This is an optimization exercise on Yosys and OpenROAD, whose aim is small area, not a production implementation. The RTL was checked by simulation tests, not by an equivalence proof against the original design. Power is estimated from default activity; no workload was simulated.

## before
==> flow/design.v (excerpt) <==
module vga_game(
    input clk, reset, higher_btn, lower_btn, confirm_btn,
    output [2:0] rgb_led, state,
    output o_hsync, o_vsync,
    output [3:0] o_red, o_green, o_blue,
    output [7:0] counter
    );
Size: ~520 cells after synthesis, ~60 flip-flops, roughly 33 I/O pins.
export LEC_CHECK = 0
export ABC_AREA = 1
export CAP_MARGIN = 20
export CORE_MARGIN = 2
export CORE_UTILIZATION = 70
export PLACE_DENSITY = 0.8
export SLEW_MARGIN = 20
create_clock -name core_clock -period 10.0 [get_ports {clk}]
standard.sh (not shown) runs the stock make flow with config.mk's settings and CLKGATE_MAP_FILE= SYNTH_SCRIPT=/design/flow/synth_recipe.tcl, a recipe that flattens the netlist after the stock synthesis.
==> flow/flow/run.sh <==
#!/bin/bash
# Layout: the standard flow, with an area-oriented ABC script, unit-size port buffers and a
# clock tree of small buffers without dummy loads. Adders are left to ABC (no ORFS adder map).
set -euo pipefail
W=$PWD
F=$W/flow
export BUFFER_PORTS_ARGS="-buffer_cell sky130_fd_sc_hd__buf_1"
export CTS_ARGS="-sink_clustering_enable -repair_clock_nets -dont_use_dummy_load -buf_list {sky130_fd_sc_hd__clkbuf_4}"
bash standard.sh SYNTH_SCRIPT=$F/synth.tcl ADDER_MAP_FILE= finish > $W/standard.log 2>&1
==> flow/flow/abc_area.script <==
strash
&get -n
&fraig -x
&put
scorr
dc2
strash
&get -n
&deepsyn -I 4 -T 100 -S 1
&put
dch -f
amap
strash
&get -n
&deepsyn -I 2 -T 60 -S 3
&put
dch -f
amap
topo
==> flow/flow/synth.tcl <==
# Standard synthesis (synth_recipe.tcl), with an area-oriented ABC script in place of ORFS's.
set flow_dir [file dirname [file normalize [info script]]]
proc abc {args} {
  global flow_dir
  set i [lsearch $args -script]
  if {$i >= 0} { lset args [expr {$i + 1}] [file join $flow_dir abc_area.script] }
  yosys abc {*}$args
}
source [file join [file dirname $flow_dir] synth_recipe.tcl]
[inputs] after vs before
-- flow/design.v --
<<< before, line 33
    wire right = s[2] ^ lfsr_fb(rnum);
    wire rng_en = st_idle | st_res | (st_guess & (hp | lp));
    always @(posedge clk or posedge reset) begin
        if (reset) begin
            s10 <= 2'b00;
            s2 <= 1'b0;
            f <= 1'b0;
            lfsr <= 8'd1;
            rnum <= 8'd0;
            cnt <= 8'd0;
        end else begin
            if (st_idle | st_res) s10 <= {1'b0, confirm_btn};
            else if (st_guess) s10 <= (hp | lp) ? 2'b10 : 2'b01;
            else if (st_get) s10 <= 2'b11;
            else s10 <= right ? 2'b01 : 2'b00;
            s2 <= st_res | (st_guess & lp & ~hp) | (st_get & s2) | (st_check & ~right);
            f <= ~(st_idle & confirm_btn) & ~(st_check & ~right);
            if (rng_en) lfsr <= {lfsr_fb(lfsr), lfsr[7:1]};
            if (st_idle) rnum <= 8'd0;
            else if (st_guess) rnum <= lfsr;
            else if (st_res & ~f) rnum <= {lfsr_fb(rnum), rnum[7:1]};
            if (st_idle) cnt <= 8'd0;
            else if (st_check & right) cnt <= cnt + 8'd1;
        end
    end
    assign state = {s[2] & ~s[1] & ~s[0], s[1:0]};
>>> after, line 33
    wire right = s[2] ^ lfsr_fb(rnum);
    wire rng_en = st_idle | st_res | (st_guess & (hp | lp));
    always @(posedge clk) begin
        if (reset) s10 <= 2'b00;
        else if (st_idle | st_res) s10 <= {1'b0, confirm_btn};
        else if (st_guess) s10 <= (hp | lp) ? 2'b10 : 2'b01;
        else if (st_get) s10 <= 2'b11;
        else s10 <= right ? 2'b01 : 2'b00;
        s2 <= ~reset & (st_res | (st_guess & lp & ~hp) | (st_get & s2) | (st_check & ~right));
        f <= ~reset & ~(st_idle & confirm_btn) & ~(st_check & ~right);
        if (reset) lfsr <= 8'd1;
        else if (rng_en) lfsr <= {lfsr_fb(lfsr), lfsr[7:1]};
        if (st_idle) rnum <= 8'd0;
        else if (st_guess) rnum <= lfsr;
        else if (st_res & ~f) rnum <= {lfsr_fb(rnum), rnum[7:1]};
        if (st_idle) cnt <= 8'd0;
        else if (st_check & right) cnt <= cnt + 8'd1;
    end
    assign state = {s[2] & ~s[1] & ~s[0], s[1:0]};
<<< before, line 65
    wire hwrap = hc[11] & hc[10] & (&hc[6:0]);       
    wire vr_wrap = vr[2];                             
    always @(posedge clk or posedge reset) begin
        if (reset) begin
            hc <= 12'd3;
            vr <= 3'd0;
            vq <= 7'd0;
        end else begin
            if (hwrap) hc <= 12'd0;
            else hc <= hc + 12'd1;
            if (hwrap) vr <= vr_wrap ? 3'd0 : vr + 3'd1;
            if (hwrap & vr_wrap) vq <= (vq[6] & vq[5] & vq[3]) ? 7'd0 : vq + 7'd1;    
        end
    end
    assign o_hsync = ~((h >= (657)) && (h <= (751)));
>>> after, line 58
    wire hwrap = hc[11] & hc[10] & (&hc[6:0]);       
    wire vr_wrap = vr[2];                             
    always @(posedge clk) begin
        if (reset) hc <= 12'd3;
        else if (hwrap) hc <= 12'd0;
        else hc <= hc + 12'd1;
        if (reset) vr <= 3'd0;
        else if (hwrap) vr <= vr_wrap ? 3'd0 : vr + 3'd1;
        if (reset) vq <= 7'd0;
        else if (hwrap & vr_wrap) vq <= (vq[6] & vq[5] & vq[3]) ? 7'd0 : vq + 7'd1;    
    end
    assign o_hsync = ~((h >= (657)) && (h <= (751)));
### Flow results
after | status: complete | timing, DRC, antenna: pass. As of after, width of the chip had fallen by a few percent compared to before. Leakage dissipation: after better than before. Diff before -> after: synthesis-to-finish area growth increased by 0.31 points relative to the old numbers; sequential fraction of design power fell by 2.4 points. Lower sequential share of cell area was reported by after, not before. Taking before as the reference, in after total power fell by 0.088 mW; net count after synthesis fell by about 0.4%; area of all placed cells without fillers fell by 5.6%; count of buffers not belonging to the clock network in the layout rose by 1.

==> what the ideal ports hide <==
The results above use ideal ports. As a check the final layouts listed here were re-extracted and re-timed, cells and wires unchanged.
Step 1 sets driving cells, clkbuf_16 on the clock port and buf_2 on the other inputs (assumed; they add their load-dependent delay and slew).
Step 2 also shifts input and output timing later by t, the mid clock arrival at the registers, as if the neighbouring blocks saw the same clock.
a / b / c = no drivers / after step 1 / after step 2; a / b = the first two.
run	shift t [ns]	slack for setup (ns)	worst setup path at the end	worst slew at a driven data input, ns
before	0.429	5.197 / 5.197 / 5.197	register to register	0.04
after	0.434	4.164 / 4.164 / 4.164	register to register	0.04
After both steps every run listed still meets setup and hold.
